This is an optimization exercise on Yosys and OpenROAD, whose aim is a short achievable clock period and few clock cycles, not a production implementation.
Function was checked by simulation only, so behaviour that the tests miss may differ from the original.
The clock input has no modelled driver; a real chip could not lean on it and would need a root buffer or a full tree.
Power figures rest on the tool's default switching activity, not on a simulated workload.

== the previous run ==
// core_risc_v
module core_risc_v #(parameter DATA_WIDTH = 32, parameter ADDR_WIDTH = 32)(
	input clk_O,
	input rst,
	output [(ADDR_WIDTH-1):0] PC,
	input [31:0] Instr_out,
	input [(DATA_WIDTH-1):0] data_o_map,
	output MemWrite,
	output MemRead,
	output [(ADDR_WIDTH-1):0] Result,
	output [(DATA_WIDTH-1):0] rd2
);
clock: 25.0 ns
lec_check: 0
abc_clock_period_in_ps: 5000
cap_margin: 20
core_margin: 2
core_utilization: 60
cts_cluster_diameter: 80
cts_cluster_size: 30
place_density: 0.7
slew_margin: 20
synth_hierarchical: 1
standard.sh (not shown) runs the stock make flow with config.mk's settings and CLKGATE_MAP_FILE= SYNTH_SCRIPT=/design/flow/synth_recipe.tcl, a recipe that flattens the netlist after the stock synthesis.
==> flow/flow/run.sh <==
#!/bin/bash
# Layout flow: the standard ORFS flow (standard synthesis unchanged), with
#  - a larger repair_timing setup margin so that the optimiser keeps improving
#    paths that already meet the 25 ns constraint,
#  - unrestricted cell footprints for sizing and buf_4 port buffers,
#  - after global placement, each register that drives an output port moved
#    next to that port's buffer (legalised by the flow's detailed placement),
#  - the clock tree built by flow/clock_tree.tcl (balanced 3-level tree,
#    lower insertion delay than TritonCTS's H-tree) instead of ORFS's CTS;
#    global routing, detailed routing and finishing are ORFS's.
set -uo pipefail
VARS=(SETUP_SLACK_MARGIN=19 MATCH_CELL_FOOTPRINT=0 "BUFFER_PORTS_ARGS=-buffer_cell sky130_fd_sc_hd__buf_4")
RES=$PWD/orfs/results/sky130hd/core_risc_v/base
PLAT=$FLOW_HOME/platforms/sky130hd
bash standard.sh synth > synth.log 2>&1 || exit 1
bash standard.sh 3_3_place_gp "${VARS[@]}" > place_gp.log 2>&1 || exit 1
MOVE_IN=$RES/3_3_place_gp.odb MOVE_OUT=$RES/3_3_place_gp.odb \
  openroad -no_init -exit flow/move_out_ffs.tcl > move.log 2>&1 || exit 1
bash standard.sh place "${VARS[@]}" > place.log 2>&1 || exit 1
DONT_USE=$(sed -n '/^export DONT_USE_CELLS/,/^$/p' $PLAT/config.mk | grep -o 'sky130_fd_sc_hd__[a-z0-9_]*' | sort -u | tr '\n' ' ')
CTS_IN=$RES/3_place.odb CTS_SDC=$RES/3_place.sdc \
CTS_OUT=$RES/4_1_cts.odb CTS_SDC_OUT=$RES/4_cts.sdc \
LEAF_SIZE=17 MIDS=16 ROOTS=4 \
LEAF_CELL=sky130_fd_sc_hd__clkbuf_16 MID_CELL=sky130_fd_sc_hd__clkbuf_16 \
PLATFORM_DIR=$PLAT LIB=$PLAT/lib/sky130_fd_sc_hd__tt_025C_1v80.lib \
DONT_USE="$DONT_USE" SETUP_MARGIN=19 \
  openroad -no_init -exit flow/clock_tree.tcl > clock_tree.log 2>&1 || exit 1
bash standard.sh finish "${VARS[@]}" > layout.log 2>&1
Other scripts of this flow, unchanged in this note and not shown: flow/flow/clock_tree.tcl, flow/flow/move_out_ffs.tcl
Testbench counts of the previous run, summed over its fixed seeds: cycles 51,191.
Here is what was changed in the inputs of the current run compared with the previous run.
--- a/flow/design.v
+++ b/flow/design.v
@@ -808,20 +808,22 @@
 		we_w    <= we_m;
 		bu_en <= v_e && (ctl_e || ~pn_is_pc4_e);
 	end
 end
 always @(posedge clk_O) begin
 	if (!stall_d) begin
 		ir_d  <= Instr_out;
 		pc_d  <= pc_f;
 		pn_d  <= pn_f;
 		hit_d <= f_hit;
+	end
+	begin
 		pc4_e     <= pc4_d;
 		tgt_e     <= tgt_d;
 		jchk_e    <= jchk_d;
 		pn_is_pc4_e <= redir_d ? off4_d : pn_is_pc4_d;
 		pn_is_tgt_e <= redir_d ? 1'b1 : pn_is_tgt_d;
 		imm_e     <= imm_d;
 		idres_e   <= idres_d;
 		op1_e     <= op1_d;
 		op2_e     <= op2_d;
 		f1_e      <= f1_d;
@@ -849,22 +851,21 @@
 		op_xor_e  <= op_xor_d;
 		op_srl_e  <= op_srl_d;
 		op_or_e   <= op_or_d;
 		op_and_e  <= op_and_d;
 		op_id_e   <= op_id_d;
 		ctl_e     <= isB_d | isJAL_d | isJALR_d;
 		btag_e    <= pc_d[2 +: BTB_TW];
 	end
 	res_mn <= ~alu_res;
 	pc_o  <= rst ? RESET_PC : pc_nx;
-	if (v_e && (isL_e || isS_e))
-		res_o <= alu_res;
+	res_o  <= rst ? 32'd0 : alu_res;
 	res_mx <= alu_res;
 	mw_o  <= v_e && isS_e;
 	mr_o  <= v_e && isL_e;
 	st_m  <= B2;
 	rd_m  <= rd_e;
 	mrows_m <= mrows_e;
 	wbv   <= mval;
 	rd_w  <= rd_m;
 	bu_tag <= btag_e;
 	bu_tgt <= rtgt_e[BTB_LB-1:0];
### Flow results
Diff the previous run and the current run: flip-flop and latch area higher in the previous run
Going from the previous run to the current run, final-layout worst hold slack shrinks by 0.023 ns.
Having completed the whole flow, the current run delivered a layout that passed the timing, design-rule and antenna checks.
The current run vs. the previous run: standby leakage power went down by 2.4%; first-iteration DRC count shrank by about 9%; routed wire length fell 26000 um.
Compare the previous run and the current run | logic gate share of total power higher: the current run
As far as switching portion of total power is concerned, the previous run and the current run perform about the same.
The current run vs. the previous run: clock period minus worst slack went down by 0.11 ns.
On final layout net count, the previous run and the current run are neck and neck.
Sort the previous run and the current run by total power draw, descending, and the previous run comes first.
Compared to the previous run, the current run has highest cell delay on the worst timing path 0.08 ns lower.
Measured against each other, the previous run and the current run differ in worst vdd rail ir drop, the higher figure coming from the current run.
In the current run the vertical die dimension turned out about 1.3% lower than in the previous run.
Between the previous run and the current run, the difference in share of power burned in the clock network is negligible.
Testbench counts of the current run, summed over its fixed seeds: cycles 51,191.
In every run of this note, the design's own scripts or RTL, not TritonCTS, make the clock network.

[afterwards: timing with drivers on the ports]
The results above use ideal ports. As a check the final layouts listed here were re-extracted and re-timed, cells and wires unchanged.
Step 1: set_driving_cell puts a clkbuf_16 on clk_O and a buf_2 on each other input, an assumption about the parent block.
Step 2 moves the port delays by t, midway between the first and last clock arrival at a register: inputs arrive t later, outputs are due t later. That takes back most of the time a late clock gives input paths.
Slacks: ideal ports / drivers / drivers and shift; pairs: ideal ports / drivers.
run	shift t [ns]	setup slack, ns	hold WS [ns]	worst register clock-pin slew, ns	worst slew at a driven data input, ns
the previous run	0.808	18.809 / 18.610 / 18.478	0.348 / 0.348 / 0.348	0.11 / 0.11	0.13
the current run	0.799	18.915 / 18.722 / 18.520	0.325 / 0.325 / 0.325	0.09 / 0.09	0.20
After both steps every run listed still meets setup and hold. The setup slack of the current run, which loses most, moves by -0.193 ns with the drivers and by -0.395 ns with both steps.
